What follows belongs to an exercise in optimizing a design on an open flow for small area; a production flow would make more cautious choices. Only simulation tests tie the RTL to the original design; equivalence was not proved. In every run shown here, the design's own scripts or RTL, not TritonCTS, make the clock network. No driver is modelled on the clock port, so clock power and skew are understated where the tree is cut down; a real chip needs a root buffer or a tree. No activity file was given, so power comes from the tool's default toggle rates.

==> design/flow/design.v <==
`default_nettype none
module robot_eye (
  input  wire       clk,
  input  wire       rst,
  input  wire       move_en,
  input  wire       osc_reset,
  output wire       servo_a,
  output wire       servo_b,
  output wire       servo_lid_a,
  output wire       servo_lid_b,
  output wire [7:0] swing_count
);
  genvar i;
  reg  [12:0] p;
  wire pstep = (p == 13'b1000010111111);
  wire pincr = (p == 13'b0110001010011);
  always @(posedge clk)
    if (rst)        p <= 13'b1011000101001;
    else if (pstep) p <= 13'b1011000101011;
    else            p <= {p[11:0], p[0] ^ p[1] ^ p[4] ^ p[12]};
  reg men_d, men_dd, osr_d, osr_dd;
  always @(posedge clk) begin
    men_d  <= move_en;
    men_dd <= men_d;
    osr_d  <= osc_reset;
    osr_dd <= osr_d;
  end
  reg started;
  always @(posedge clk)
    if (rst)        started <= 1'b0;
    else if (pstep) started <= 1'b1;
  wire ors = ~started | osr_dd;
  reg  [7:0] va;
  reg        cda, fa;
  reg  [3:0] ca;
  wire va_hi = va[7] & va[6] & (va[5] | va[4] | va[3]);                  
  wire va_lo = ~va[7] & (~va[6] | ~va[5] |
               (~va[4] & ~va[3] & (~va[2] | (~va[1] & ~va[0]))));        
  wire turn_a = cda ? va_lo : va_hi;
  wire [7:0] oa = {{4{cda}}, ca ^ {4{cda}}};
  wire [8:0] ka;
  wire [7:0] sa;
  assign ka[0] = ~cda;
  for (i = 0; i < 8; i = i + 1) begin : g_adda
    assign sa[i]   = va[i] ^ oa[i] ^ ka[i];
    assign ka[i+1] = (va[i] & oa[i]) | (ka[i] & (va[i] ^ oa[i]));
  end
  always @(posedge clk)
    if (rst) begin
      va  <= 8'd127;
      cda <= 1'b0;
    end else if (pstep) begin
      if (ors)         va  <= 8'd127;
      else if (turn_a) cda <= ~cda;
      else             va  <= sa;
    end
  always @(posedge clk)
    if (pstep) fa <= ~ors & ~cda & va_hi;
  wire [3:0] ca_inc = {ca[3] ^ (ca[2] & ca[1] & ca[0]), ca[2] ^ (ca[1] & ca[0]),
                       ca[1] ^ ca[0], ~ca[0]};
  always @(posedge clk)
    if (rst || (&ca))    ca <= 4'd0;
    else if (pincr & fa) ca <= ca_inc;
  reg  [7:0] vb;
  reg        cdb, fb;
  reg  [2:0] cb;
  wire vb_hi = vb[7] & vb[6] & (vb[5] | vb[4] | vb[3]);                  
  wire vb_lo = ~vb[7];                                                   
  wire turn_b = cdb ? vb_lo : vb_hi;
  wire [7:0] ob = {{5{cdb}}, cb ^ {3{cdb}}};
  wire [8:0] kb;
  wire [7:0] sb;
  assign kb[0] = ~cdb;
  for (i = 0; i < 8; i = i + 1) begin : g_addb
    assign sb[i]   = vb[i] ^ ob[i] ^ kb[i];
    assign kb[i+1] = (vb[i] & ob[i]) | (kb[i] & (vb[i] ^ ob[i]));
  end
  always @(posedge clk)
    if (rst) begin
      vb  <= 8'd163;
      cdb <= 1'b0;
    end else if (pstep) begin
      if (ors)         vb  <= 8'd163;
      else if (turn_b) cdb <= ~cdb;
      else             vb  <= sb;
    end
  always @(posedge clk)
    if (pstep) fb <= ~ors & ~cdb & vb_hi;
  wire [2:0] cb_inc = {cb[2] ^ (cb[1] & cb[0]), cb[1] ^ cb[0], ~cb[0]};
  always @(posedge clk)
    if (rst || (cb[2] & cb[0])) cb <= 3'd0;
    else if (pincr & fb)        cb <= cb_inc;
  reg  [6:0] d;
  wire tic = (d == 7'b1111011);
  always @(posedge clk)
    if (rst)      d <= 7'b1111011;
    else if (tic) d <= 7'b1111001;
    else          d <= {d[5:0], d[0] ^ d[6]};
  reg  [10:0] A;
  wire [11:0] ac;
  wire [10:0] an;
  assign ac[0] = tic;
  for (i = 0; i < 11; i = i + 1) begin : g_ang
    assign an[i]   = A[i] ^ ac[i];
    assign ac[i+1] = A[i] & ac[i];
  end
  always @(posedge clk)
    if (rst) A <= 11'd2001;      
    else     A <= an;
  wire az = (&A[10:6]) & (A[5] | (A[4] & (A[3] | A[2] | A[1])));
  wire ah = ~(A[10] | A[9] | A[8]);
  function lt8(input [7:0] x, input [7:0] y);    
    integer k;
    reg c;
    begin
      c = 1'b0;
      for (k = 0; k < 8; k = k + 1)
        c = (~x[k] & y[k]) | (~x[k] & c) | (y[k] & c);
      lt8 = c;
    end
  endfunction
  assign servo_a     = az | (ah & (men_dd ? lt8(A[7:0], va) : lt8(A[7:0], 8'd127)));
  assign servo_b     = az | (ah & (men_dd ? lt8(A[7:0], vb) : lt8(A[7:0], 8'd163)));
  assign servo_lid_a = az | (ah & (men_dd ? lt8(A[7:0], 8'd175) : lt8(A[7:0], 8'd127)));
  assign servo_lid_b = az | (ah & (men_dd ? lt8(A[7:0], 8'd155) : lt8(A[7:0], 8'd127)));
  assign swing_count = {4'd0, ca};
endmodule
`default_nettype wire
==> design/flow/flow/run.sh <==
#!/bin/bash
# Own layout flow: the standard synthesis, then an area-oriented re-mapping
# of the combinational logic (registers untouched), then the standard
# layout with smaller port buffers and a clock tree without dummy loads.
set -euo pipefail
W=$(pwd)
R=$W/orfs/results/$FLOW_PLATFORM/robot_eye/base
LIB=$FLOW_HOME/platforms/$FLOW_PLATFORM/lib/sky130_fd_sc_hd__tt_025C_1v80.lib

bash standard.sh synth > $W/log_1_synth.txt 2>&1
cp $R/1_2_yosys.v $W/synth_standard.v

python3 flow/mkmodels.py $LIB $W/comb_models.v > $W/log_2_models.txt 2>&1
# Several seeds of the randomised AIG optimisation in parallel; keep the
# smallest mapped netlist.
for S in 1 2 3 4; do
  sed "s/@SEED@/$S/" flow/area.script > $W/area_$S.script
  RESYN_LIB=$LIB RESYN_IN=$W/synth_standard.v RESYN_OUT=$W/synth_resyn_$S.v \
  RESYN_SCRIPT=$W/area_$S.script \
    yosys -c flow/resyn.tcl > $W/log_3_resyn_$S.txt 2>&1 &
done
wait
best=""; bestA=""
for S in 1 2 3 4; do
  [[ -s $W/synth_resyn_$S.v && -f $W/synth_resyn_$S.v.after.txt ]] || continue
  a=$(awk '/Chip area/{print $NF}' $W/synth_resyn_$S.v.after.txt)
  echo "seed $S: area $a" >> $W/log_3_resyn_pick.txt
  if [[ -z "$best" ]] || awk -v a=$a -v b=$bestA 'BEGIN{exit !(a < b)}'; then best=$S; bestA=$a; fi
done
echo "picked seed $best ($bestA)" >> $W/log_3_resyn_pick.txt
cp $W/synth_resyn_$best.v $W/synth_resyn.v
cp $W/synth_resyn.v $R/1_2_yosys.v
rm -f $R/1_synth.odb $R/1_synth.sdc

bash standard.sh "BUFFER_PORTS_ARGS=-buffer_cell sky130_fd_sc_hd__buf_1" place > $W/log_4_place.txt 2>&1

CBUF=${CBUF:-sky130_fd_sc_hd__clkbuf_8}; NCL=${NCL:-4}
if [[ -f flow/clk_cfg ]]; then read CBUF NCL < flow/clk_cfg; fi
CBUF=$CBUF NCL=$NCL CTS_RESULTS=$R CTS_FLOWDIR=$W/flow \
  openroad -no_init -exit flow/my_cts.tcl > $W/log_5_cts.txt 2>&1
cp $R/4_1_cts.odb $R/4_cts.odb
cp $R/3_place.sdc $R/4_cts.sdc
echo 'set_propagated_clock [get_clocks {core_clock}]' >> $R/4_cts.sdc

bash standard.sh \
  "BUFFER_PORTS_ARGS=-buffer_cell sky130_fd_sc_hd__buf_1" \
  finish > $W/log_6_layout.txt 2>&1
==> design/flow/flow/area.script <==
strash
&get -n
&deepsyn -T 30 -S @SEED@
&put
dch -f
amap -F 10 -A 20 -C 1000
topo
==> design/flow/flow/clkbuf.tcl <==
set db [ord::get_db]
set block [ord::get_db_block]
set clknet [$block findNet clk]
set master [$db findMaster $::env(CBUF)]
set K $::env(NCL)
set its {}; set xs {}; set ys {}
foreach it [$clknet getITerms] {
  lappend its $it
  set bb [[$it getInst] getBBox]
  lappend xs [expr {([$bb xMin] + [$bb xMax]) / 2}]
  lappend ys [expr {([$bb yMin] + [$bb yMax]) / 2}]
}
set n [llength $its]
# k-means, init: spread by sorted x then y
set order [lsort -integer -indices $xs]
set cx {}; set cy {}
for {set k 0} {$k < $K} {incr k} {
  set i [lindex $order [expr {int(($k + 0.5) * $n / $K)}]]
  lappend cx [lindex $xs $i]; lappend cy [lindex $ys $i]
}
for {set iter 0} {$iter < 50} {incr iter} {
  set asg {}
  for {set i 0} {$i < $n} {incr i} {
    set best -1; set bd 1e30
    for {set k 0} {$k < $K} {incr k} {
      set dx [expr {[lindex $xs $i] - [lindex $cx $k]}]; set dy [expr {[lindex $ys $i] - [lindex $cy $k]}]
      set d [expr {abs($dx) + abs($dy)}]
      if {$d < $bd} { set bd $d; set best $k }
    }
    lappend asg $best
  }
  set ncx {}; set ncy {}
  for {set k 0} {$k < $K} {incr k} {
    set sx 0; set sy 0; set c 0
    for {set i 0} {$i < $n} {incr i} { if {[lindex $asg $i] == $k} { set sx [expr {$sx + [lindex $xs $i]}]; set sy [expr {$sy + [lindex $ys $i]}]; incr c } }
    if {$c > 0} { lappend ncx [expr {$sx / $c}]; lappend ncy [expr {$sy / $c}] } else { lappend ncx [lindex $cx $k]; lappend ncy [lindex $cy $k] }
  }
  set cx $ncx; set cy $ncy
}
for {set k 0} {$k < $K} {incr k} {
  set inst [odb::dbInst_create $block $master clkbuf_leaf_$k]
  set net [odb::dbNet_create $block clknet_leaf_$k]
  $net setSigType CLOCK
  for {set i 0} {$i < $n} {incr i} { if {[lindex $asg $i] == $k} { set it [lindex $its $i]; $it disconnect; $it connect $net } }
  [$inst findITerm A] connect $clknet
  [$inst findITerm X] connect $net
  $inst setLocation [lindex $cx $k] [lindex $cy $k]
  $inst setPlacementStatus PLACED
}
==> design/flow/flow/dont_use.txt <==
sky130_fd_sc_hd__buf_12
sky130_fd_sc_hd__buf_16
sky130_fd_sc_hd__buf_2
sky130_fd_sc_hd__buf_4
sky130_fd_sc_hd__buf_6
sky130_fd_sc_hd__buf_8
sky130_fd_sc_hd__bufbuf_16
sky130_fd_sc_hd__bufbuf_8
sky130_fd_sc_hd__bufinv_16
sky130_fd_sc_hd__bufinv_8
sky130_fd_sc_hd__clkbuf_1
sky130_fd_sc_hd__clkbuf_16
sky130_fd_sc_hd__clkbuf_2
sky130_fd_sc_hd__clkbuf_4
sky130_fd_sc_hd__clkbuf_8
sky130_fd_sc_hd__clkdlybuf4s15_1
sky130_fd_sc_hd__clkdlybuf4s15_2
sky130_fd_sc_hd__clkdlybuf4s18_1
sky130_fd_sc_hd__clkdlybuf4s18_2
sky130_fd_sc_hd__clkdlybuf4s25_1
sky130_fd_sc_hd__clkdlybuf4s25_2
sky130_fd_sc_hd__clkdlybuf4s50_1
sky130_fd_sc_hd__clkdlybuf4s50_2
sky130_fd_sc_hd__clkinv_1
sky130_fd_sc_hd__clkinv_16
sky130_fd_sc_hd__clkinv_2
sky130_fd_sc_hd__clkinv_4
sky130_fd_sc_hd__clkinv_8
sky130_fd_sc_hd__clkinvlp_2
sky130_fd_sc_hd__clkinvlp_4
sky130_fd_sc_hd__conb_1
sky130_fd_sc_hd__decap_12
sky130_fd_sc_hd__decap_3
sky130_fd_sc_hd__decap_4
sky130_fd_sc_hd__decap_6
sky130_fd_sc_hd__decap_8
sky130_fd_sc_hd__diode_2
sky130_fd_sc_hd__dlygate4sd1_1
sky130_fd_sc_hd__dlygate4sd2_1
sky130_fd_sc_hd__dlygate4sd3_1
sky130_fd_sc_hd__dlymetal6s2s_1
sky130_fd_sc_hd__dlymetal6s4s_1
sky130_fd_sc_hd__dlymetal6s6s_1
sky130_fd_sc_hd__ebufn_1
sky130_fd_sc_hd__ebufn_2
sky130_fd_sc_hd__ebufn_4
sky130_fd_sc_hd__ebufn_8
sky130_fd_sc_hd__einvn_0
sky130_fd_sc_hd__einvn_1
sky130_fd_sc_hd__einvn_2
sky130_fd_sc_hd__einvn_4
sky130_fd_sc_hd__einvn_8
sky130_fd_sc_hd__einvp_1
sky130_fd_sc_hd__einvp_2
sky130_fd_sc_hd__einvp_4
sky130_fd_sc_hd__einvp_8
sky130_fd_sc_hd__lpflow_bleeder_1
sky130_fd_sc_hd__lpflow_clkbufkapwr_1
sky130_fd_sc_hd__lpflow_clkbufkapwr_16
sky130_fd_sc_hd__lpflow_clkbufkapwr_2
sky130_fd_sc_hd__lpflow_clkbufkapwr_4
sky130_fd_sc_hd__lpflow_clkbufkapwr_8
sky130_fd_sc_hd__lpflow_clkinvkapwr_1
sky130_fd_sc_hd__lpflow_clkinvkapwr_16
sky130_fd_sc_hd__lpflow_clkinvkapwr_2
sky130_fd_sc_hd__lpflow_clkinvkapwr_4
sky130_fd_sc_hd__lpflow_clkinvkapwr_8
sky130_fd_sc_hd__lpflow_decapkapwr_12
sky130_fd_sc_hd__lpflow_decapkapwr_3
sky130_fd_sc_hd__lpflow_decapkapwr_4
sky130_fd_sc_hd__lpflow_decapkapwr_6
sky130_fd_sc_hd__lpflow_decapkapwr_8
sky130_fd_sc_hd__lpflow_inputiso0n_1
sky130_fd_sc_hd__lpflow_inputiso0p_1
sky130_fd_sc_hd__lpflow_inputiso1n_1
sky130_fd_sc_hd__lpflow_inputiso1p_1
sky130_fd_sc_hd__lpflow_inputisolatch_1
sky130_fd_sc_hd__lpflow_isobufsrc_1
sky130_fd_sc_hd__lpflow_isobufsrc_16
sky130_fd_sc_hd__lpflow_isobufsrc_2
sky130_fd_sc_hd__lpflow_isobufsrc_4
sky130_fd_sc_hd__lpflow_isobufsrc_8
sky130_fd_sc_hd__lpflow_isobufsrckapwr_16
sky130_fd_sc_hd__lpflow_lsbuf_lh_hl_isowell_tap_1
sky130_fd_sc_hd__lpflow_lsbuf_lh_hl_isowell_tap_2
sky130_fd_sc_hd__lpflow_lsbuf_lh_hl_isowell_tap_4
sky130_fd_sc_hd__lpflow_lsbuf_lh_isowell_4
sky130_fd_sc_hd__lpflow_lsbuf_lh_isowell_tap_1
sky130_fd_sc_hd__lpflow_lsbuf_lh_isowell_tap_2
sky130_fd_sc_hd__lpflow_lsbuf_lh_isowell_tap_4
sky130_fd_sc_hd__macro_sparecell
sky130_fd_sc_hd__probe_p_8
sky130_fd_sc_hd__probec_p_8
==> design/flow/flow/mkmodels.py <==
import re,sys
lib=open(sys.argv[1]).read()
out=[]
for m in re.finditer(r'\n\s*cell \("(sky130_fd_sc_hd__\w+)"\) \{', lib):
    name=m.group(1); start=m.end()
    # find next cell start
    nxt=lib.find('\n    cell (', start)
    body=lib[start: nxt if nxt>0 else len(lib)]
    if re.search(r'\b(ff|latch|statetable)\s*\(', body): continue
    pins=[]
    for pm in re.finditer(r'\n\s*pin \("(\w+)"\) \{(.*?)\n\s{8}\}', body, re.S):
        pn, pb = pm.group(1), pm.group(2)
        d=re.search(r'direction : "(\w+)"', pb)
        f=re.search(r'function : "([^"]*)"', pb)
        pins.append((pn, d.group(1) if d else None, f.group(1) if f else None))
    outs=[p for p in pins if p[1]=='output']
    if not outs or any(o[2] is None for o in outs): continue
    ins=[p[0] for p in pins if p[1]=='input']
    if any(p[1] not in ('input','output') for p in pins): continue
    decl=', '.join(['input '+i for i in ins]+['output '+o[0] for o in outs])
    lines=['module %s(%s);'%(name,decl)]
    for o in outs:
        f=o[2].replace('!','~')
        f=re.sub(r'\)\s*\(', ')&(', f)
        f=re.sub(r'(\w)\s+(?=[\w(~])', r'\1&', f)
        lines.append('  assign %s = %s;'%(o[0],f))
    lines.append('endmodule')
    out.append('\n'.join(lines))
open(sys.argv[2],'w').write('\n'.join(out)+'\n')
print(len(out))
==> design/flow/flow/my_cts.tcl <==
# Clock buffering in place of ORFS's CTS step: the flip-flops are split into
# NCL clusters by position, each driven by one clock buffer fed from clk.
set P $::env(FLOW_HOME)/platforms/$::env(FLOW_PLATFORM)
set R $::env(CTS_RESULTS)
read_lef $P/lef/sky130_fd_sc_hd.tlef
read_lef $P/lef/sky130_fd_sc_hd_merged.lef
read_liberty $P/lib/sky130_fd_sc_hd__tt_025C_1v80.lib
read_db $R/3_place.odb
read_sdc $R/3_place.sdc
source $P/setRC.tcl
source $::env(CTS_FLOWDIR)/clkbuf.tcl
detailed_placement
check_placement -verbose
set_propagated_clock [all_clocks]
estimate_parasitics -placement
report_clock_skew
report_worst_slack -min
report_worst_slack -max
set worst 0
foreach pin [get_pins -hierarchical */CLK] {
  set s [get_property $pin slew_max]
  if {$s > $worst} { set worst $s }
}
puts "worst flip-flop clock slew (placement estimate): $worst"
write_db $R/4_1_cts.odb
==> design/flow/flow/resyn.tcl <==
# Re-map the combinational logic of the standard synthesis with an
# area-oriented ABC script. Registers (instances, names, cell types) are kept.
yosys -import
set lib $::env(RESYN_LIB)
set du {}
foreach c [split [string trim [read [open flow/dont_use.txt]]] "\n"] { lappend du -dont_use $c }
read_liberty -lib $lib
read_verilog -overwrite comb_models.v
read_verilog $::env(RESYN_IN)
hierarchy -top $::env(FLOW_TOP)
flatten
opt_clean
read_liberty -lib -overwrite $lib
techmap
opt -fast
tee -o $::env(RESYN_OUT).before.txt stat -liberty $lib
abc -liberty $lib {*}$du -script $::env(RESYN_SCRIPT)
opt_clean -purge
setundef -zero
hilomap -singleton -hicell sky130_fd_sc_hd__conb_1 HI -locell sky130_fd_sc_hd__conb_1 LO
insbuf -buf sky130_fd_sc_hd__buf_1 A X
splitnets
opt_clean -purge
tee -o $::env(RESYN_OUT).after.txt stat -liberty $lib
check -assert -mapped
write_verilog -noattr -nohex -nodec $::env(RESYN_OUT)
==> design/flow/standard.sh <==
#!/bin/bash
# synth_recipe.tcl (not shown) runs the flow's synth.tcl, then flattens the netlist and writes it again
# the make line also repeats each setting of config.mk as NAME=value (left out here)
make -C /OpenROAD-flow-scripts/flow DESIGN_CONFIG=/design/flow/config.mk WORK_HOME=/design/flow/orfs CLKGATE_MAP_FILE= SYNTH_SCRIPT=/design/flow/synth_recipe.tcl "${@:-finish}"
==> design/flow/config.mk <==
export PLATFORM = sky130hd
export DESIGN_NAME = robot_eye
export DESIGN_NICKNAME = robot_eye
export VERILOG_FILES = /design/flow/design.v
export SDC_FILE = /design/flow/constraint.sdc
export NUM_CORES = 4
export LEC_CHECK = 0
export CAP_MARGIN = 20
export CORE_MARGIN = 2
export CORE_UTILIZATION = 40
export SLEW_MARGIN = 20
==> design/flow/constraint.sdc <==
create_clock -name core_clock -period 10.0 [get_ports {clk}]
set_input_delay 2.0000 -clock core_clock [delete_from_list [all_inputs] [get_ports {clk}]]
set_output_delay 2.0000 -clock core_clock [all_outputs]
set_load 0.01 [all_outputs]
==> run summary, run 1 <==
Internal=0.000332 W; Die H=86.4 um; Sw Share=25.5%; WL final=5790 um; r2r startpoint=p[10]$_SDFF_PP1_; most frequent cells in the layout=dfxtp_1, inv_1, nor2_1, o21ai_0; setup slack, reg-to-reg=6.78 ns; Pwr Density=153 nW/um2; global placement routability congestion=0.785; Worst Max-Slew Pin Slew=0.510 ns; Initial DRC Count=142; combinational power share=14.8%; Final period util=39.7%; crit path DAT=1.97 ns; Layout Cells excl Fill=433; Critical Path Fanout Max=5; first-pass iteration count of the detailed router=5; peak supply drop=118 uV; DP Area=2860 um2; Final Hold Viols=0; IO buf count=11; Starting Density=40.7%; Yosys Warn Count=1; worst hold endpoint=men_dd$_DFF_P_; Antenna Cells=0; most common cell after layout, fill and taps aside=dfxtp_1; Slew HR=65.7%; Finish-stage setup viols=0; max-slew violations=0; WHS Path Cells=0; nets=359; post-synthesis cell area=2720 um2; utilization after layout=43.7%; share of cells above drive strength 1=1.98%; GRT overflow=0; final instance area=2920 um2; RSZ-0062 raised after global routing=false; vias in the first global route=2149; Worst Setup End Kind=output pin; placed wire-length estimate=4320 um; worst min-delay path startpoint=men_d$_DFF_P_; clock latency (worst-skew pair)=0.18 ns; clock skew=0.0438 ns; reg-to-reg endpoint=vb[6]$_SDFFE_PP0P_; placed cell count=429; setup TNS=0 ns; num ports=16; Layout area overhead=7.36%; site row count=30; P_sw=0.000114 W; Hold Path Class=reg -> reg; clock share of power=22.4%; Wirelength per Cell=13.4 um; vias=2360; critical path type=reg -> out; r2r worst-path depth=11; CTS clk-pin slew, worst paths=0.10 ns; via/cell ratio=5.45; antenna violations before repair=0; DRT antenna net count=0; DRC Markers=0; Sequential Power Share=62.8%; first-pass GRT wire length=10000 um; Core Region=6680 um2; Die X=86.4 um; total leakage power=1.20 nW; CP startpoint kind=flip-flop; Req. time, crit path=8.00 ns; Max Clock Freq=252 MHz; largest net degree at the start of global routing=26; Syn Area/Cell=8.00 um2; die area=7470 um2; outcome=timing/DRC/antenna clean; Global Route Usage Sum=15.9%; Syn Inst Count=340; Tmin final=3.97 ns; # Max-Cap Violations=0
==> worst max-delay path: stages (launching register included) <==
cell	delay [ns]
dfxtp_1	0.40
inv_1	0.10
o22ai_1	0.15
o221ai_1	0.12
o221ai_1	0.09
o221ai_1	0.14
a222oi_1	0.35
nor2_1	0.10
o31ai_1	0.19
buf_1	0.17
==> worst max path at each step <==
| stage | from | end | slack, ns | depth (start not counted) |
|---|---|---|---|---|
| floorplan | va[1]$_SDFFE_PP1P_ | servo_a | 6.40 | 8 |
| detailed placement | va[1]$_SDFFE_PP1P_ | servo_a | 6.23 | 9 |
| global route | va[1]$_SDFFE_PP1P_ | servo_a | 5.79 | 9 |
| global placement | va[1]$_SDFFE_PP1P_ | servo_a | 6.25 | 9 |
| finish | va[1]$_SDFFE_PP1P_ | servo_a | 6.03 | 9 |
==> sequential cells by signal, indices dropped and copies added, names as in the netlist <==
signal	flops
p	13
A	11
va	8
vb	8
d	7
ca	4
cb	3
cda	1
cdb	1
fa	1
fb	1
men_d	1
men_dd	1
osr_d	1
osr_dd	1
started	1
==> power by group through the flow <==
| stage | logic, W | registers, W | clock network, W |
|---|---|---|---|
| 3_3_place_gp | 0.0000656 | 0.000286 | 0 |
| 3_5_place_dp | 0.0000662 | 0.000286 | 0 |
| 2_1_floorplan | 0.0000497 | 0.000282 | 0 |
| 6_report | 0.0000662 | 0.000280 | 0.0000998 |
| 5_1_grt | 0.0000758 | 0.000283 | 0.000114 |
==> final cells by class <==
cell class,count,area [um2]
plain buffers,4,55.1
fillers,684,3760
inverters,50,188
multi-input cells,222,1230
flip-flops and latches,63,1280
well taps,80,100
repair buffers,14,63.8
==> through the flow <==
stage / setup slack, ns / total power (W) / hold WS [ns]
after floorplan: 6.40 / 0.000332 / 0.310
after global placement: 6.25 / 0.000351 / 0.310
after detailed placement: 6.23 / 0.000352 / 0.314
after global routing: 5.79 / 0.000472 / 0.345
final: 6.03 / 0.000446 / 0.336
==> metal layers <==
metal	part of all wire (%)	GRT usage, %	wire [um]
met2	43	24.6	2480
met3	3.6	2.19	210
met4	1.3	2.98	75
met5	0	0	0
met1	52	23.7	3020
==> run 2: changes to the inputs <==
--- a/design/flow/design.v
+++ b/design/flow/design.v
@@ -13,3 +13,5 @@
   genvar i;
-  reg  [12:0] p;
+  localparam [12:0] PPOL = 13'b0101010101010;
+  reg  [12:0] pq;
+  wire [12:0] p = pq ^ PPOL;
   wire pstep = (p == 13'b1000010111111);
@@ -17,5 +19,5 @@
   always @(posedge clk)
-    if (rst)        p <= 13'b1011000101001;
-    else if (pstep) p <= 13'b1011000101011;
-    else            p <= {p[11:0], p[0] ^ p[1] ^ p[4] ^ p[12]};
+    if (rst)        pq <= 13'b1011000101001 ^ PPOL;
+    else if (pstep) pq <= 13'b1011000101011 ^ PPOL;
+    else            pq <= {p[11:0], p[0] ^ p[1] ^ p[4] ^ p[12]} ^ PPOL;
   reg men_d, men_dd, osr_d, osr_dd;
@@ -92,8 +94,10 @@
     else if (pincr & fb)        cb <= cb_inc;
-  reg  [6:0] d;
+  localparam [6:0] DPOL = 7'b0101010;
+  reg  [6:0] dq;
+  wire [6:0] d = dq ^ DPOL;
   wire tic = (d == 7'b1111011);
   always @(posedge clk)
-    if (rst)      d <= 7'b1111011;
-    else if (tic) d <= 7'b1111001;
-    else          d <= {d[5:0], d[0] ^ d[6]};
+    if (rst)      dq <= 7'b1111011 ^ DPOL;
+    else if (tic) dq <= 7'b1111001 ^ DPOL;
+    else          dq <= {d[5:0], d[0] ^ d[6]} ^ DPOL;
   reg  [10:0] A;
--- a/design/flow/config.mk
+++ b/design/flow/config.mk
@@ -9,3 +9,3 @@
 export CORE_MARGIN = 2
-export CORE_UTILIZATION = 40
+export CORE_UTILIZATION = 65
 export SLEW_MARGIN = 20
==> run 2 against run 1 <==
Still clean. Total power decreased by 0.54%. Routed wire length decreased by 4.6%. Register-to-register slack got worse by 0.49 ns. Worst hold slack got worse by 0.0012 ns. Sequential share of layout area increased by 0.32 points. Utilization increased by 28 points. Clock power decreased by 3.5%. Clock skew decreased by 0.0029 ns. Via count increased by 0.64%. Synthesized cell count increased by 2.6%. Sequential cell count unchanged.
==> run summary, run 2 <==
combinational power share=15.3%; DP Area=2840 um2; first-pass GRT wire length=9470 um; setup slack, reg-to-reg=6.29 ns; Buffers & Inverters on Critical Path=2; # Max-Cap Violations=0; Pwr Density=153 nW/um2; Core Region=4030 um2; largest net degree at the start of global routing=25; post-synthesis cell area=2750 um2; Slew HR=40.1%; met1 GRT Util=30.4%; WL final=5520 um; P_sw=0.000111 W; Worst Setup End Kind=output pin; most frequent cells in the layout=dfxtp_1, nor2_1, inv_1, o21ai_0, nand2_1; Layout area overhead=5.37%; IO buf count=11; nets=366; most common cell after layout, fill and taps aside=dfxtp_1; outcome=timing/DRC/antenna clean; clock share of power=21.7%; Finish-stage setup viols=0; via/cell ratio=5.79; Sequential Power Share=63.0%; CP max stage delay=0.40 ns; Initial DRC Count=121; Starting Density=68.3%; first-pass iteration count of the detailed router=4; antenna violations before repair=0; Sw Share=25.1%; Yosys Warn Count=1; most used routing layer=met2; crit path DAT=1.80 ns; max FFs per register=13; biggest regs=pq: 13 flops, A: 11 flops; Worst Max-Slew Pin Slew=0.899 ns; Final Hold Viols=0; CP delay by family, top=compound AO/OA/AOI/OAI gates; Hold Path Class=reg -> reg; Global Route Usage Sum=22.9%; Syn Area/Cell=7.88 um2; CP startpoint kind=flip-flop; Final period util=38.0%; Crit-path slowest cell=dfxtp_1; peak supply drop=201 uV; final instance area=2900 um2; Internal=0.000332 W; critical path cell sequence=inv_1, o221ai_1, o221ai_1, o221ai_1, o221ai_1, a222oi_1, o31ai_1, buf_1; num ports=16; RSZ-0062 raised after global routing=false; Antenna Cells=0; vias=2375; met3 Usage GRT=2.05%; setup TNS=0 ns; Critical Path Fanout Max=5; placed wire-length estimate=4170 um; clock skew=0.0409 ns; DRC Markers=0; Die H=69.0 um; vias in the first global route=2190; Syn Inst Count=349; die area=4770 um2; total leakage power=1.19 nW; Biggest register=pq; CTS clk-pin slew, worst paths=0.09 ns; global placement routability congestion=0.821; cell repeated most along the worst path=o221ai_1; Max Clock Freq=263 MHz; share of cells above drive strength 1=1.39%; Die X=69.0 um; Tmin final=3.80 ns; DRT antenna net count=0; Wirelength per Cell=13.5 um; GRT overflow=0; Req. time, crit path=8.00 ns; critical path type=reg -> out; site row count=23; max-slew violations=0; clock latency (worst-skew pair)=0.17 ns; met2 usage=42.3%
## run 2: layer usage
metal | vias to the layer above | share of wire, %
met2 | 36 | 49
met4 | 0 | 0.69
li1 | 1241 | -
met1 | 1094 | 46
met3 | 4 | 3.6
met5 | - | 0
## run 2: power by group through the flow
stage	sequential, W	clock (W)	combinational, W
after global routing	0.000281	0.000108	0.0000768
final	0.000279	0.0000963	0.0000679
after detailed placement	0.000285	0	0.0000678
after global placement	0.000285	0	0.0000659
after floorplan	0.000282	0	0.0000514
## run 2: layout make-up
| type | instances | area [um2] |
|---|---|---|
| well taps | 50 | 62.6 |
| flip-flops and latches | 63 | 1280 |
| fillers | 340 | 1130 |
| inverters | 50 | 188 |
| repair buffers | 12 | 48.8 |
| plain buffers | 4 | 55.1 |
| multi-input cells | 231 | 1260 |
## run 2: worst paths after layout
check,startpoint,end,cells past startpoint
setup / recovery,A[2]$_SDFF_PP0_,servo_a,8
hold / removal,men_d$_DFF_P_,men_dd$_DFF_P_,0
setup reg to reg,dq[6]$_SDFF_PP1_,A[10]$_SDFF_PP1_,15
hold reg to reg,men_d$_DFF_P_,men_dd$_DFF_P_,0
## run 2: stage by stage
stage          worst slack, ns  total power (W)  std cells  hold WS, ns  util, %
3_3_place_gp              6.42         0.000351        406        0.315     70.6
3_5_place_dp              6.37         0.000353        406        0.315     70.6
2_1_floorplan             6.59         0.000333        352        0.310        -
5_1_grt                   5.98         0.000466        410        0.339     71.9
6_report                  6.20         0.000443        410        0.335     71.9
==> run 3: changes to the inputs <==
--- a/design/flow/flow/run.sh
+++ b/design/flow/flow/run.sh
@@ -38,3 +38,3 @@
 if [[ -f flow/clk_cfg ]]; then read CBUF NCL < flow/clk_cfg; fi
-CBUF=$CBUF NCL=$NCL CTS_RESULTS=$R CTS_FLOWDIR=$W/flow \
+CBUF=$CBUF NCL=$NCL CBUF_BIG=sky130_fd_sc_hd__clkbuf_16 CTS_SLEW_LIMIT=0.110 CTS_RESULTS=$R CTS_FLOWDIR=$W/flow \
   openroad -no_init -exit flow/my_cts.tcl > $W/log_5_cts.txt 2>&1
--- a/design/flow/flow/clkbuf.tcl
+++ b/design/flow/flow/clkbuf.tcl
@@ -20,12 +20,17 @@
 }
-for {set iter 0} {$iter < 50} {incr iter} {
-  set asg {}
+for {set iter 0} {$iter < 30} {incr iter} {
+  set cap [expr {int(ceil(double($n) / $K)) + 1}]
+  set pairs {}
   for {set i 0} {$i < $n} {incr i} {
-    set best -1; set bd 1e30
     for {set k 0} {$k < $K} {incr k} {
-      set dx [expr {[lindex $xs $i] - [lindex $cx $k]}]; set dy [expr {[lindex $ys $i] - [lindex $cy $k]}]
-      set d [expr {abs($dx) + abs($dy)}]
-      if {$d < $bd} { set bd $d; set best $k }
+      set d [expr {abs([lindex $xs $i] - [lindex $cx $k]) + abs([lindex $ys $i] - [lindex $cy $k])}]
+      lappend pairs [list $d $i $k]
     }
-    lappend asg $best
+  }
+  set pairs [lsort -real -index 0 $pairs]
+  set asg [lrepeat $n -1]; set cnt [lrepeat $K 0]
+  foreach pr $pairs {
+    lassign $pr d i k
+    if {[lindex $asg $i] >= 0 || [lindex $cnt $k] >= $cap} continue
+    lset asg $i $k; lset cnt $k [expr {[lindex $cnt $k] + 1}]
   }
--- a/design/flow/flow/my_cts.tcl
+++ b/design/flow/flow/my_cts.tcl
@@ -18,2 +18,18 @@
 report_worst_slack -max
+# Upsize a leaf buffer whose flip-flops see a slow clock edge.
+foreach inst [get_cells clkbuf_leaf_*] {
+  set net [get_nets -of_objects [get_pins -of_objects $inst -filter "direction==output"]]
+  set w 0
+  foreach p [get_pins -of_objects $net -filter "direction==input"] {
+    set s [get_property $p slew_max]; if {$s > $w} { set w $s }
+  }
+  puts "[get_full_name $inst]: worst sink slew $w"
+  if {$w > $::env(CTS_SLEW_LIMIT)} {
+    replace_cell $inst [get_lib_cells */$::env(CBUF_BIG)]
+    puts "  upsized to $::env(CBUF_BIG)"
+  }
+}
+detailed_placement
+check_placement -verbose
+estimate_parasitics -placement
 set worst 0
--- a/design/flow/config.mk
+++ b/design/flow/config.mk
@@ -9,3 +9,3 @@
 export CORE_MARGIN = 2
-export CORE_UTILIZATION = 65
+export CORE_UTILIZATION = 40
 export SLEW_MARGIN = 20
==> run 3 against run 2 <==
Setup slack got worse by 0.21 ns. Sequential share of layout area decreased by 0.19 points. Cell count increased by 6.1%. Via count decreased by 1.2%. Register-to-register slack improved by 0.59 ns. Sequential cell count unchanged. Total power increased by 3.5%. Clock power increased by 15%. Design area increased by 0.43%. Clock skew decreased by 0.029 ns. Critical endpoint is now servo_b. Largest cell class unchanged. Highest routed layer unchanged.
==> run summary, run 3 <==
# Max-Cap Violations=0; first-pass GRT wire length=10500 um; crit path DAT=2.01 ns; placed wire-length estimate=4440 um; Hold Path Class=reg -> reg; Req. time, crit path=8.00 ns; first-pass iteration count of the detailed router=4; Finish-stage setup viols=0; Final Hold Viols=0; nets=364; Syn Area/Cell=7.83 um2; Sequential Power Share=60.9%; clock latency (worst-skew pair)=0.15 ns; DRT antenna net count=0; DRC Markers=0; Die H=86.3 um; die area=7450 um2; Worst Max-Slew Pin Slew=0.588 ns; Slew HR=60.7%; Critical Path Fanout Max=7; Tmin final=4.01 ns; Biggest register=pq; RSZ-0062 raised after global routing=false; outcome=timing/DRC/antenna clean; CP startpoint kind=flip-flop; max FFs per register=13; Worst Setup End Kind=output pin; Layout Cells excl Fill=435; largest net degree at the start of global routing=19; peak supply drop=99.7 uV; clock skew=0.0124 ns; max-slew violations=0; P_sw=0.000119 W; Starting Density=42.0%; GRT overflow=0; Sw Share=26.0%; vias in the first global route=2251; most frequent cells in the layout=nor2_1, dfxtp_1, inv_1, o21ai_0, a21oi_1; Internal=0.000340 W; Initial DRC Count=108; vias=2347; placed cell count=431; Syn Inst Count=346; share of cells above drive strength 1=1.68%; combinational power share=15.0%; global placement routability congestion=0.840; Final period util=40.1%; biggest regs=pq: 13 flops, A: 11 flops; setup TNS=0 ns; Core Region=6460 um2; PnR Total Power=0.000459 W; Yosys Warn Count=1; WL final=6040 um; clock share of power=24.1%; Wirelength per Cell=13.9 um; Layout area overhead=7.39%; CTS clk-pin slew, worst paths=0.09 ns; Pwr Density=158 nW/um2; num ports=16; total leakage power=1.17 nW; Antenna Cells=0; IO buf count=11; via/cell ratio=5.40; post-synthesis cell area=2710 um2; Max Clock Freq=249 MHz; critical path type=reg -> out; Global Route Usage Sum=17.0%; most common cell after layout, fill and taps aside=nor2_1; Die X=86.3 um; antenna violations before repair=0; site row count=29; utilization after layout=45.1%
==> run 3: cell types whose count changed in the layout (fill, tap and decap cells not counted), sizes merged, moves of 3 or more <==
cell   previous run  this run
a21oi            16        24
nor2             55        66
or2               8         5
inv              50        45
nand2            23        17
==> run 3: area by class of cell <==
| cell class | instances | area (um2) |
|---|---|---|
| multi-input combinational | 233 | 1240 |
| timing repair buffer | 13 | 56.3 |
| tap | 77 | 96.3 |
| buffer | 4 | 66.3 |
| fill | 678 | 3550 |
| sequential | 63 | 1280 |
| inverter | 45 | 169 |
==> run 3: power by group through the flow <==
stage	Combinational [W]	Clock, W	Sequential (W)
2_1_floorplan	0.0000505	0	0.000282
6_report	0.0000690	0.000111	0.000279
3_5_place_dp	0.0000683	0	0.000285
5_1_grt	0.0000792	0.000123	0.000282
3_3_place_gp	0.0000681	0	0.000285
==> run 3: final timing paths <==
kind,endpoint,cells past startpoint,slack [ns],start
setup / recovery,servo_b,13,5.99,A[1]$_SDFF_PP0_
hold / removal,osr_dd$_DFF_P_,0,0.33,osr_d$_DFF_P_
hold reg to reg,osr_dd$_DFF_P_,0,0.33,osr_d$_DFF_P_
setup reg to reg,va[6]$_SDFFE_PP1P_,15,6.88,pq[12]$_SDFF_PP1_
==> run 3: stage by stage <==
stage               instance area [um2]  setup WS, ns  hold slack (ns)
global route                       2910          5.81            0.342
detailed placement                 2840          6.22            0.315
finish                             2910          5.99            0.335
floorplan                          2720          6.49            0.310
global placement                   2840          6.26            0.312
==> run 3: worst max-delay path, cell delays in order, from the launching register on <==
cell	delay, ns
dfxtp_1	0.33
inv_1	0.16
a22oi_1	0.12
o22ai_1	0.15
o21ai_0	0.11
o211ai_1	0.11
o221ai_1	0.13
o21ai_0	0.10
a21oi_1	0.06
o221ai_1	0.17
nand2_1	0.07
nor2_1	0.09
nand2b_1	0.10
buf_1	0.15
==> run 3: routing by layer <==
layer	up-vias	share of wire, %	global-route usage, %	wire length [um]
met4	0	1.5	2.27	88
met3	6	3.6	1.62	218
met2	37	46	30.2	2770
li1	1226	-	-	-
met1	1078	49	22.9	2960
met5	-	0	0	0
==> run 4: changes to the inputs <==
--- a/design/flow/flow/run.sh
+++ b/design/flow/flow/run.sh
@@ -36,5 +36,5 @@
 
-CBUF=${CBUF:-sky130_fd_sc_hd__clkbuf_8}; NCL=${NCL:-4}
+CBUF=${CBUF:-sky130_fd_sc_hd__buf_6}; NCL=${NCL:-4}
 if [[ -f flow/clk_cfg ]]; then read CBUF NCL < flow/clk_cfg; fi
-CBUF=$CBUF NCL=$NCL CBUF_BIG=sky130_fd_sc_hd__clkbuf_16 CTS_SLEW_LIMIT=0.110 CTS_RESULTS=$R CTS_FLOWDIR=$W/flow \
+CBUF=$CBUF NCL=$NCL CBUF_UP="sky130_fd_sc_hd__clkbuf_8 sky130_fd_sc_hd__buf_8 sky130_fd_sc_hd__clkbuf_16" CTS_SLEW_LIMIT=0.110 CTS_RESULTS=$R CTS_FLOWDIR=$W/flow \
   openroad -no_init -exit flow/my_cts.tcl > $W/log_5_cts.txt 2>&1
==> design/flow/flow/area.script (replaced) <==
strash
&get -n
&deepsyn -T 90 -S @SEED@
&put
dch -f
amap -F 10 -A 20 -C 1000
topo
--- a/design/flow/flow/my_cts.tcl
+++ b/design/flow/flow/my_cts.tcl
@@ -18,4 +18,5 @@
 report_worst_slack -max
-# Upsize a leaf buffer whose flip-flops see a slow clock edge.
-foreach inst [get_cells clkbuf_leaf_*] {
+# Upsize each leaf buffer, in steps, until its flip-flops see a clock edge
+# faster than CTS_SLEW_LIMIT.
+proc leaf_slew { inst } {
   set net [get_nets -of_objects [get_pins -of_objects $inst -filter "direction==output"]]
@@ -25,7 +26,13 @@
   }
-  puts "[get_full_name $inst]: worst sink slew $w"
-  if {$w > $::env(CTS_SLEW_LIMIT)} {
-    replace_cell $inst [get_lib_cells */$::env(CBUF_BIG)]
-    puts "  upsized to $::env(CBUF_BIG)"
+  return $w
+}
+foreach inst [get_cells clkbuf_leaf_*] {
+  foreach up $::env(CBUF_UP) {
+    set w [leaf_slew $inst]
+    puts "[get_full_name $inst] [get_property $inst ref_name]: worst sink slew $w"
+    if {$w <= $::env(CTS_SLEW_LIMIT)} break
+    replace_cell $inst [get_lib_cells */$up]
+    estimate_parasitics -placement
   }
+  puts "[get_full_name $inst] [get_property $inst ref_name]: worst sink slew [leaf_slew $inst]"
 }
==> run 4 against run 3 <==
Still clean. Sequential cell count did not move. Global-route usage decreased by 0.080 points. Synthesized area stayed put. Design area decreased by 0.60%. Total power fell by 2.1%. Clock power decreased by 9%. Critical path depth unchanged. Critical path type unchanged.
==> run summary, run 4 <==
routed wire length on met2=2790 um; utilization after layout=44.8%; Critical Path Fanout Max=7; total leakage power=1.16 nW; Wirelength per Cell=13.9 um; Yosys Warn Count=1; biggest regs=pq: 13 flops, A: 11 flops; DRT antenna net count=0; P_sw=0.000120 W; nets=364; setup TNS=0 ns; Syn Inst Count=346; outcome=timing/DRC/antenna clean; Starting Density=42.0%; first-pass GRT wire length=10500 um; Worst Max-Slew Pin Slew=0.591 ns; peak supply drop=100 uV; max FFs per register=13; Req. time, crit path=8.00 ns; RSZ-0062 raised after global routing=false; Antenna Cells=0; PnR Total Power=0.000449 W; Biggest register=pq; DRC Markers=0; crit path DAT=1.99 ns; Pwr Density=155 nW/um2; largest net degree at the start of global routing=19; vias=2358; max-slew violations=0; CTS clk-pin slew, worst paths=0.11 ns; # Max-Cap Violations=0; die area=7450 um2; Sequential Power Share=62.2%; most frequent cells in the layout=nor2_1, dfxtp_1, inv_1, o21ai_0, a21oi_1; GRT overflow=0; critical path type=reg -> out; Layout Cells excl Fill=435; site row count=29; Worst Setup End Kind=output pin; global placement routability congestion=0.840; first-pass iteration count of the detailed router=4; share of cells above drive strength 1=1.68%; num ports=16; Core Region=6460 um2; vias in the first global route=2247; Final Hold Viols=0; via/cell ratio=5.42; Slew HR=60.5%; combinational power share=15.3%; Final period util=39.9%; clock latency (worst-skew pair)=0.13 ns; Worst Hold Margin=0.337 ns; placed wire-length estimate=4440 um; Finish-stage setup viols=0; met3 WL=176 um; Initial DRC Count=97; placed cell count=431; Hold Path Class=reg -> reg; Max Clock Freq=250 MHz; Internal=0.000330 W; WL final=6040 um; clock skew=0.00808 ns; Layout area overhead=6.74%; antenna violations before repair=0; clock share of power=22.4%; Die X=86.3 um; IO buf count=11; top routing layer in use=met4; Syn Area/Cell=7.83 um2; Die H=86.3 um; CP startpoint kind=flip-flop; Sw Share=26.6%; Global Route Usage Sum=16.9%; most common cell after layout, fill and taps aside=nor2_1; post-synthesis cell area=2710 um2; M1 wire length=3000 um; Tmin final=3.99 ns
run 4: power groups by stage:
stage               sequential [W]  clock (W)  combinational [W]
global route              0.000282   0.000112          0.0000792
floorplan                 0.000282          0          0.0000505
finish                    0.000280   0.000101          0.0000690
detailed placement        0.000285          0          0.0000683
global placement          0.000285          0          0.0000681
run 4: cell type report:
type / instances / area, um2
fillers: 679 / 3570
flip-flops and latches: 63 / 1280
multi-input cells: 233 / 1240
inverters: 45 / 169
well taps: 77 / 96.3
repair buffers: 13 / 56.3
plain buffers: 4 / 48.8
run 4: final timing paths:
path | slack (ns) | depth (start not counted) | to | start
setup / recovery | 6.01 | 13 | servo_b | A[1]$_SDFF_PP0_
hold / removal | 0.34 | 0 | osr_dd$_DFF_P_ | osr_d$_DFF_P_
setup reg to reg | 6.88 | 15 | va[6]$_SDFFE_PP1P_ | pq[12]$_SDFF_PP1_
hold reg to reg | 0.34 | 0 | osr_dd$_DFF_P_ | osr_d$_DFF_P_
run 4: layer usage:
metal  global-route usage [%]  vias to the layer above
met5                        0                        -
met4                     1.99                        0
met3                     1.62                        6
met2                     30.0                       35
met1                     23.0                     1088
li1                         -                     1229
run 4: metrics by stage:
stage | setup WS [ns] | cell area [um2]
after floorplan | 6.49 | 2720
after global routing | 5.83 | 2890
after global placement | 6.26 | 2840
final | 6.01 | 2890
after detailed placement | 6.22 | 2840
run 4: worst max-delay path: stages (launching register included):
cell      delay, ns
dfxtp_1        0.34
inv_1          0.16
a22oi_1        0.11
o22ai_1        0.15
o21ai_0        0.11
o211ai_1       0.11
o221ai_1       0.13
o21ai_0        0.09
a21oi_1        0.06
o221ai_1       0.17
nand2_1        0.07
nor2_1         0.09
nand2b_1       0.11
buf_1          0.15
==> run 5: changes to the inputs <==
--- a/design/flow/flow/run.sh
+++ b/design/flow/flow/run.sh
@@ -15,3 +15,5 @@
 # smallest mapped netlist.
-for S in 1 2 3 4; do
+SEEDS="1 2 3 4 5 6 7 8"
+for S in $SEEDS; do
+  if (( S == 5 )); then wait; fi
   sed "s/@SEED@/$S/" flow/area.script > $W/area_$S.script
@@ -23,3 +25,3 @@
 best=""; bestA=""
-for S in 1 2 3 4; do
+for S in $SEEDS; do
   [[ -s $W/synth_resyn_$S.v && -f $W/synth_resyn_$S.v.after.txt ]] || continue
==> run 5 against run 4 <==
Global-route usage fell by 2.2 points. Combinational power rose by about 10%. Sequential cell count did not move. Setup slack got worse by 0.041 ns. Highest routed layer unchanged. Largest power group unchanged. Die area fell by 0.13%. Design area fell by 0.30%. First-iteration DRC count rose by 60%. Synthesized area fell by 0.14%. Critical path depth did not move. Synthesized cell count fell by 1.2%. Clock skew rose by 0.025 ns.
==> run summary, run 5 <==
Finish-stage setup viols=0; DRT antenna net count=0; Global Route Usage Sum=14.7%; met1 GRT Util=22.1%; CTS clk-pin slew, worst paths=0.10 ns; nets=359; Hold Path Class=reg -> reg; Yosys Warn Count=1; first-pass iteration count of the detailed router=4; vias=2308; Critical Path Fanout Max=5; Die X=86.3 um; Antenna Cells=0; Buffers & Inverters on Critical Path=2; Core Region=6460 um2; critical path cell sequence=inv_1, o211ai_1, o221ai_1, o221ai_1, o221ai_1, o221ai_1, o2111ai_1, o311ai_0, nor2_1, nor3_1, nand2b_1, nand2_1, buf_1; CP delay by family, top=compound AO/OA/AOI/OAI gates; largest net degree at the start of global routing=21; final instance area=2880 um2; Biggest register=pq; CP startpoint kind=flip-flop; Die H=86.3 um; most frequent cells in the layout=nor2_1, dfxtp_1, inv_1, nand2_1, o21ai_0; Pwr Density=159 nW/um2; Sw Share=26.9%; combinational power share=16.6%; Final period util=40.3%; met3 Usage GRT=1.14%; fillers=662; most common cell after layout, fill and taps aside=nor2_1; antenna violations before repair=0; GRT overflow=0; Initial DRC Count=155; crit path DAT=2.03 ns; met2 usage=24.2%; outcome=timing/DRC/antenna clean; RSZ-0062 raised after global routing=false; WL final=5570 um; critical path type=reg -> out; Final Hold Viols=0; Internal=0.000336 W; Wirelength per Cell=13.0 um; Layout area overhead=6.57%; peak supply drop=85.4 uV; P_sw=0.000123 W; Crit-path slowest cell=dfxtp_1; Req. time, crit path=8.00 ns; max FFs per register=13; Starting Density=41.9%; setup TNS=0 ns; clock share of power=22.5%; via/cell ratio=5.37; Slew HR=57.0%; site row count=29; most used routing layer=met2; biggest regs=pq: 13 flops, A: 11 flops; IO buf count=11; num ports=16; Sequential Power Share=61.0%; die area=7440 um2; first-pass GRT wire length=9250 um; post-synthesis cell area=2710 um2; total leakage power=1.14 nW; clock skew=0.0330 ns; vias in the first global route=1989; max-slew violations=0; cell repeated most along the worst path=o221ai_1; # Max-Cap Violations=0; global placement routability congestion=0.874; Syn Inst Count=342; share of cells above drive strength 1=1.42%; Worst Max-Slew Pin Slew=0.645 ns; DP Area=2830 um2; Worst Setup End Kind=output pin; clock latency (worst-skew pair)=0.16 ns; placed wire-length estimate=4180 um; Syn Area/Cell=7.91 um2; CP max stage delay=0.38 ns; Max Clock Freq=248 MHz; DRC Markers=0; Tmin final=4.03 ns
run 5: metrics by stage:
| stage | util (%) | total power (W) | hold slack (ns) | std cells | worst slack (ns) |
|---|---|---|---|---|---|
| 2_1_floorplan | - | 0.000340 | 0.310 | 345 | 6.43 |
| 3_3_place_gp | 43.9 | 0.000361 | 0.312 | 426 | 6.20 |
| 3_5_place_dp | 43.9 | 0.000362 | 0.313 | 426 | 6.14 |
| 5_1_grt | 44.7 | 0.000488 | 0.349 | 430 | 5.79 |
| 6_report | 44.7 | 0.000459 | 0.336 | 430 | 5.97 |
run 5: power by group through the flow:
stage	clock (W)	combinational [W]	sequential, W
6_report	0.000103	0.0000761	0.000280
3_5_place_dp	0	0.0000769	0.000286
3_3_place_gp	0	0.0000762	0.000285
5_1_grt	0.000118	0.0000870	0.000282
2_1_floorplan	0	0.0000579	0.000283
run 5: final timing paths:
path | startpoint | to | slack (ns) | depth (start not counted)
min | osr_d$_DFF_P_ | osr_dd$_DFF_P_ | 0.34 | 0
max reg2reg | pq[4]$_SDFF_PP0_ | va[6]$_SDFFE_PP1P_ | 6.77 | 16
min reg2reg | osr_d$_DFF_P_ | osr_dd$_DFF_P_ | 0.34 | 0
max | A[1]$_SDFF_PP0_ | servo_b | 5.97 | 13
run 5: cell type report:
type	instances	area [um2]	share of cell area [%]
buffer	4	51.3	1.78
multi-input combinational	229	1240	42.9
sequential	63	1280	44.4
timing repair buffer	12	48.8	1.69
inverter	45	169	5.86
tap	77	96.3	3.34
run 5: worst reg2reg max path: cells and delay by family, from the launching register on:
family,cells,cell delay (ns)
simple gates,9,1.85
compound gates,5,0.67
flops,1,0.35
buf+inv,2,0.26
run 5: routing by layer:
metal  wire [um]  share of wire, %
met1        2880                52
met2        2440                44
met3         218               3.9
met4          35              0.63
met5           0                 0
==> run 6: changes to the inputs <==
--- a/design/flow/flow/run.sh
+++ b/design/flow/flow/run.sh
@@ -36,3 +36,3 @@
 
-bash standard.sh "BUFFER_PORTS_ARGS=-buffer_cell sky130_fd_sc_hd__buf_1" place > $W/log_4_place.txt 2>&1
+bash standard.sh "BUFFER_PORTS_ARGS=-buffer_cell sky130_fd_sc_hd__buf_1" SKIP_REPAIR_TIE_FANOUT=1 place > $W/log_4_place.txt 2>&1
 
--- a/design/flow/config.mk
+++ b/design/flow/config.mk
@@ -10,2 +10,3 @@
 export CORE_UTILIZATION = 40
+export GPL_TIMING_DRIVEN = 0
 export SLEW_MARGIN = 20
==> run 6 against run 5 <==
Highest routed layer unchanged. Sequential power barely moved. Via count grew 2.1%. Sequential share of layout area decreased by 0.25 points. Design area up 0.56%.
==> run summary, run 6 <==
peak supply drop=122 uV; clock share of power=21.4%; Starting Density=41.9%; Max Clock Freq=248 MHz; setup TNS=0 ns; nets=363; worst min-delay path startpoint=osr_d$_DFF_P_; Antenna Cells=0; Biggest register=pq; Global Route Usage Sum=15.2%; RSZ-0062 raised after global routing=false; Syn Inst Count=342; DRC Markers=0; most used routing layer=met2; # Max-Cap Violations=0; Setup crit start=A[1]$_SDFF_PP0_; Finish-stage setup viols=0; outcome=timing/DRC/antenna clean; Hold Path Class=reg -> reg; GRT overflow=0; Syn Area/Cell=7.91 um2; antenna violations before repair=0; IO buf count=11; r2r startpoint=pq[4]$_SDFF_PP0_; PnR Total Power=0.000457 W; Final period util=40.3%; Internal=0.000334 W; crit path DAT=2.03 ns; Sw Share=26.9%; num ports=16; met2 usage=25.4%; Core Region=6460 um2; utilization after layout=44.9%; Req. time, crit path=8.00 ns; vias=2356; fillers=658; max-slew violations=0; post-synthesis cell area=2710 um2; via/cell ratio=5.43; clock latency (worst-skew pair)=0.16 ns; most common cell after layout, fill and taps aside=nor2_1; Wirelength per Cell=13.2 um; global placement routability congestion=0.835; Die X=86.3 um; first-pass GRT wire length=9610 um; placed wire-length estimate=4210 um; largest net degree at the start of global routing=21; Critical Path Fanout Max=5; met3 Usage GRT=1.33%; combinational power share=17.1%; Initial DRC Count=153; met1 GRT Util=22.3%; biggest regs=pq: 13 flops, A: 11 flops; max FFs per register=13; critical path type=reg -> out; P_sw=0.000123 W; Layout area overhead=7.17%; total leakage power=1.14 nW; die area=7440 um2; first-pass iteration count of the detailed router=4; site row count=29; Final Hold Viols=0; most frequent cells in the layout=nor2_1, dfxtp_1, inv_1, nand2_1, o21ai_0; Die H=86.3 um; Pwr Density=157 nW/um2; WL final=5750 um; Worst Max-Slew Pin Slew=0.758 ns; Worst Setup End Kind=output pin; CTS clk-pin slew, worst paths=0.09 ns; Sequential Power Share=61.5%; Tmin final=4.03 ns; DRT antenna net count=0; clock skew=0.0423 ns; share of cells above drive strength 1=1.40%; CP startpoint kind=flip-flop; Yosys Warn Count=1; Slew HR=49.1%; vias in the first global route=2113
run 6: path summary, 6_finish.rpt:
kind	end	slack, ns	depth (start not counted)
worst min-delay path	osr_dd$_DFF_P_	0.34	0
worst max register to register	va[6]$_SDFFE_PP1P_	6.38	15
worst max-delay path	servo_b	5.97	13
worst min register to register	osr_dd$_DFF_P_	0.34	0
run 6: power by group through the flow:
stage                     Sequential, W  Combinational [W]  Clock [W]
after floorplan                0.000283          0.0000579          0
after global placement         0.000287          0.0000775          0
after detailed placement       0.000286          0.0000780          0
after global routing           0.000282          0.0000891   0.000112
final                          0.000281          0.0000782  0.0000978
run 6: metal layers:
metal / vias to the layer above / share of wire (%)
li1: 1238 / -
met1: 1070 / 52
met2: 42 / 43
met3: 6 / 3.7
met4: 0 / 1.1
met5: - / 0
run 6: layout make-up:
cell class / count / area, um2 / share of cell area, %
flip-flops and latches: 63 / 1280 / 44.2
well taps: 77 / 96.3 / 3.32
inverters: 45 / 169 / 5.82
multi-input cells: 226 / 1230 / 42.5
repair buffers: 11 / 41.3 / 1.42
plain buffers: 12 / 80.1 / 2.76
run 6: stage by stage:
stage,hold WS [ns],area [um2],instances,worst slack [ns]
finish,0.335,2900,434,5.97
global route,0.347,2900,434,5.76
detailed placement,0.314,2850,430,6.13
global placement,0.310,2840,430,5.93
floorplan,0.310,2710,342,6.43
run 6: critical path, cell delays in order, from the launching register on:
cell       delay, ns
dfxtp_1         0.40
inv_1           0.13
o211ai_1        0.18
o221ai_1        0.13
o221ai_1        0.09
o221ai_1        0.14
o221ai_1        0.09
o2111ai_1       0.12
o311ai_0        0.14
nor2_1          0.07
nor3_1          0.12
nand2b_1        0.12
nand2_1         0.05
buf_1           0.13
==> run 7: changes to the inputs <==
--- a/design/flow/config.mk
+++ b/design/flow/config.mk
@@ -10,3 +10,2 @@
 export CORE_UTILIZATION = 40
-export GPL_TIMING_DRIVEN = 0
 export SLEW_MARGIN = 20
==> run 7 against run 6 <==
Still clean on timing, DRC and antenna. Clock power is essentially flat. Sequential share of layout area rose by 0.27 points. Clock skew decreased by 0.012 ns. Synthesized cell count fell by 0.29%. Total power decreased by 1.3%. Global-route usage shrank 0.084 points. Register-to-register slack improved by 0.03 ns. Setup slack gained 0.019 ns. Maximum frequency grew 0.48%. Die area barely moved. Synthesized area about the same. Combinational power decreased by about 10%. Highest routed layer unchanged.
==> run summary, run 7 <==
outcome=timing/DRC/antenna clean; share of cells above drive strength 1=1.71%; Final Hold Viols=0; Die X=86.3 um; placed wire-length estimate=4170 um; DRC Markers=0; Biggest register=pq; via/cell ratio=5.41; Wirelength per Cell=13.1 um; utilization after layout=44.6%; Layout area overhead=6.42%; clock skew=0.0304 ns; Worst Max-Slew Pin Slew=0.781 ns; WL final=5580 um; most frequent cells in the layout=dfxtp_1, nor2_1, inv_1, o21ai_0; peak supply drop=123 uV; Syn Area/Cell=7.94 um2; antenna violations before repair=0; total leakage power=1.16 nW; Starting Density=41.9%; global placement routability congestion=0.854; Finish-stage setup viols=0; Worst Setup End Kind=output pin; first-pass GRT wire length=9520 um; CP startpoint kind=flip-flop; setup slack, reg-to-reg=6.41 ns; vias=2311; # Max-Cap Violations=0; fillers=679; Final period util=40.1%; max-slew violations=0; num ports=16; Initial DRC Count=109; setup TNS=0 ns; critical path type=reg -> out; post-synthesis cell area=2710 um2; biggest regs=pq: 13 flops, A: 11 flops; site row count=29; most common cell after layout, fill and taps aside=dfxtp_1; CTS clk-pin slew, worst paths=0.10 ns; Core Region=6460 um2; nets=356; Max Clock Freq=250 MHz; Yosys Warn Count=1; crit path DAT=2.01 ns; Global Route Usage Sum=15.1%; Hold Path Class=reg -> reg; Tmin final=4.01 ns; IO buf count=11; die area=7450 um2; first-pass iteration count of the detailed router=4; Slew HR=47.2%; Critical Path Fanout Max=6; Pwr Density=156 nW/um2; RSZ-0062 raised after global routing=false; DRT antenna net count=0; GRT overflow=0; Syn Inst Count=341; Die H=86.3 um; Req. time, crit path=8.00 ns; Antenna Cells=0; largest net degree at the start of global routing=23; max FFs per register=13; clock latency (worst-skew pair)=0.15 ns; vias in the first global route=2054
-- run 7: final cells by class --
type / instances / area (um2) / area share, %
Inverter: 51 / 191 / 6.64
Buffer: 4 / 51.3 / 1.78
Multi-Input combinational cell: 219 / 1210 / 41.8
Sequential cell: 63 / 1280 / 44.4
Timing Repair Buffer: 13 / 56.3 / 1.95
Tap cell: 77 / 96.3 / 3.34
-- run 7: final timing paths --
kind,start,endpoint,depth (start not counted)
worst max-delay path,A[2]$_SDFF_PP0_,servo_b,13
worst min-delay path,osr_d$_DFF_P_,osr_dd$_DFF_P_,0
worst max register to register,dq[0]$_SDFF_PP1_,A[9]$_SDFF_PP1_,14
worst min register to register,osr_d$_DFF_P_,osr_dd$_DFF_P_,0
-- run 7: worst max-delay path, cell delays in order, from the launching register on --
cell      delay [ns]
dfxtp_1         0.35
inv_1           0.15
a22oi_1         0.11
a22oi_1         0.20
o21ai_0         0.11
o221ai_1        0.08
o221ai_1        0.13
o21ai_0         0.09
a21oi_1         0.06
o221ai_1        0.17
nand2_1         0.07
nor2_1          0.08
nand2b_1        0.10
buf_1           0.15
-- run 7: through the flow --
stage	setup slack [ns]	hold slack (ns)	power [W]	area (um2)	instances
final	5.99	0.337	0.000451	2880	427
after floorplan	6.45	0.310	0.000335	2710	341
after global placement	6.23	0.311	0.000355	2830	423
after global routing	5.70	0.342	0.000475	2880	427
after detailed placement	6.19	0.313	0.000356	2830	423
-- run 7: metal layers --
| layer | wire length (um) | GRT usage, % | share of wire, % |
|---|---|---|---|
| met4 | 48 | 1.85 | 0.86 |
| met3 | 236 | 1.62 | 4.2 |
| met2 | 2460 | 25.2 | 44 |
| met1 | 2830 | 22.0 | 51 |
| met5 | 0 | 0 | 0 |
-- run 7: power breakdown --
part,switching [W],internal (W)
clock,0.0000634,0.0000369
combinational,0.0000434,0.0000270
sequential,0.0000110,0.000269
==> run 8: changes to the inputs <==
--- a/design/flow/flow/run.sh
+++ b/design/flow/flow/run.sh
@@ -15,5 +15,5 @@
 # smallest mapped netlist.
-SEEDS="1 2 3 4 5 6 7 8"
+SEEDS="$(seq 1 16)"
 for S in $SEEDS; do
-  if (( S == 5 )); then wait; fi
+  if (( S > 1 && S % 4 == 1 )); then wait; fi
   sed "s/@SEED@/$S/" flow/area.script > $W/area_$S.script
==> design/flow/flow/area.script (replaced) <==
strash
&get -n
&deepsyn -T 60 -S @SEED@
&put
dch -f
amap -F 10 -A 20 -C 1000
topo
==> run 8 against run 7 <==
Clock skew fell by 0.0011 ns. Routed wire length grew 0.29%. Critical path depth down 2. Sequential cell count unchanged. Setup slack improved by 0.060 ns. Design area is the same. Die area down 0.13%. Clock power down 4%. Maximum frequency grew 1.5%. Register-to-register slack better by 0.78 ns. Combinational power up 2%. Sequential share of layout area is the same.
==> run summary, run 8 <==
Slew HR=51.7%; vias in the first global route=2077; Pwr Density=155 nW/um2; placed wire-length estimate=4230 um; largest net degree at the start of global routing=18; combinational power share=16.0%; DRC Markers=0; post-synthesis cell area=2710 um2; RSZ-0062 raised after global routing=false; nets=364; first-pass iteration count of the detailed router=7; first-pass GRT wire length=9660 um; die area=7440 um2; peak supply drop=115 uV; Starting Density=41.9%; Sw Share=26.5%; Req. time, crit path=8.00 ns; clock skew=0.0293 ns; share of cells above drive strength 1=1.96%; WL final=5590 um; Tmin final=3.95 ns; crit path DAT=1.95 ns; Die X=86.2 um; clock share of power=21.5%; Final Hold Viols=0; WHS Path Cells=0; Final period util=39.5%; outcome=timing/DRC/antenna clean; antenna violations before repair=0; clock latency (worst-skew pair)=0.16 ns; fillers=657; Global Route Usage Sum=15.2%; Layout area overhead=6.57%; biggest regs=pq: 13 flops, A: 11 flops; GRT overflow=0; max-slew violations=0; IO buf count=11; Syn Inst Count=348; Finish-stage setup viols=0; Worst Setup End Kind=output pin; DRT antenna net count=0; # Max-Cap Violations=0; most common cell after layout, fill and taps aside=nor2_1; utilization after layout=44.6%; CTS clk-pin slew, worst paths=0.10 ns; max FFs per register=13; via/cell ratio=5.33; Syn Area/Cell=7.77 um2; Critical Path Fanout Max=5; r2r worst-path depth=12; most frequent cells in the layout=nor2_1, dfxtp_1, inv_1, o21ai_0, nand2_1; P_sw=0.000118 W; Core Region=6460 um2; Die H=86.2 um; num ports=16; Biggest register=pq; vias=2320; Yosys Warn Count=1; Wirelength per Cell=12.9 um; global placement routability congestion=0.833; Antenna Cells=0; critical path type=reg -> out; Initial DRC Count=151; Internal=0.000329 W; Hold Path Class=reg -> reg; Max Clock Freq=253 MHz; Worst Hold Margin=0.337 ns; total leakage power=1.20 nW; setup TNS=0 ns; Worst Max-Slew Pin Slew=0.715 ns; CP startpoint kind=flip-flop; site row count=29; Sequential Power Share=62.5%
==> run 8: changes by cell type in the layout (fill, tap and decap cells not counted), moves of 6 or more <==
cell / before / now
o22ai_1: 6 / 14
o21ai_0: 25 / 32
nand2_1: 18 / 24
nor2_1: 55 / 62
nor3_1: 17 / 11
==> run 8: path summary, 6_finish.rpt <==
kind                                      endpoint  slack, ns             start
worst max-delay path                       servo_b       6.05   A[1]$_SDFF_PP0_
worst min-delay path                men_dd$_DFF_P_       0.34     men_d$_DFF_P_
worst max register to register  va[6]$_SDFFE_PP1P_       7.19  pq[7]$_SDFF_PP1_
worst min register to register      men_dd$_DFF_P_       0.34     men_d$_DFF_P_
==> run 8: through the flow <==
step	setup slack, ns	power (W)	cells	instance area [um2]
finish	6.05	0.000447	435	2880
global route	5.83	0.000476	435	2880
detailed placement	6.25	0.000357	431	2840
global placement	6.26	0.000357	431	2840
floorplan	6.50	0.000332	348	2710
==> run 8: final cells by class <==
class | count | area (um2) | area share [%]
inverter | 55 | 206 | 7.16
timing repair buffer | 14 | 63.8 | 2.21
buffer | 4 | 47.5 | 1.65
tap | 77 | 96.3 | 3.34
sequential | 63 | 1280 | 44.4
multi-input combinational | 222 | 1190 | 41.2
==> run 8: critical path, stage by stage (launching register included) <==
cell and delay [ns]:
dfxtp_1 0.40, inv_1 0.11, o21ai_0 0.19, a21oi_1 0.06
o22ai_1 0.13, o21ai_0 0.11, a222oi_1 0.22, o221ai_1 0.16
nand2_1 0.09, nor2_1 0.04, nand2b_1 0.14, buf_1 0.14
==> run 8: metal layers <==
metal	GRT usage [%]	vias to the layer above	wire [um]	share of wire [%]
met3	0.857	6	149	2.7
li1	-	1238	-	-
met5	0	-	0	0
met1	23.3	1048	2930	52
met4	1.85	0	76	1.4
met2	24.5	28	2440	44
==> run 8: power by group through the flow <==
stage	clock network, W	logic (W)	registers (W)
finish	0.0000960	0.0000717	0.000280
global route	0.000111	0.0000817	0.000283
detailed placement	0	0.0000720	0.000285
global placement	0	0.0000713	0.000286
floorplan	0	0.0000499	0.000282

[what the ideal ports hide]
How much do the figures lean on ideal ports? The routed layouts below were timed once more, with nothing changed but the port constraints.
Step 1 (the two cells are an assumption about what drives the block):
set clk [get_ports {clk}]
set_driving_cell -lib_cell sky130_fd_sc_hd__clkbuf_16 $clk
set_driving_cell -lib_cell sky130_fd_sc_hd__buf_2 [delete_from_list [all_inputs] $clk]
Step 2 times the ports against the registers' clock, not the clock port: input delays grow and output delays shrink by t, the midpoint of the rising clock arrivals with the driver on.
a / b / c = ideal / step 1 / step 2; a / b = the first two.
| run | shift t [ns] | setup WS [ns] | worst setup path at the end |
|---|---|---|---|
| run 1 | 0.213 | 6.033 / 5.974 / 6.187 | register to output |
| run 2 | 0.210 | 6.202 / 6.146 / 6.285 | register to register |
| run 3 | 0.212 | 5.990 / 5.924 / 6.136 | register to output |
| run 4 | 0.196 | 6.006 / 5.940 / 6.136 | register to output |
| run 5 | 0.206 | 5.965 / 5.903 / 6.109 | register to output |
| run 6 | 0.200 | 5.974 / 5.914 / 6.114 | register to output |
| run 7 | 0.205 | 5.993 / 5.927 / 6.132 | register to output |
| run 8 | 0.203 | 6.053 / 5.992 / 6.195 | register to output |
After both steps every run listed still meets setup and hold.
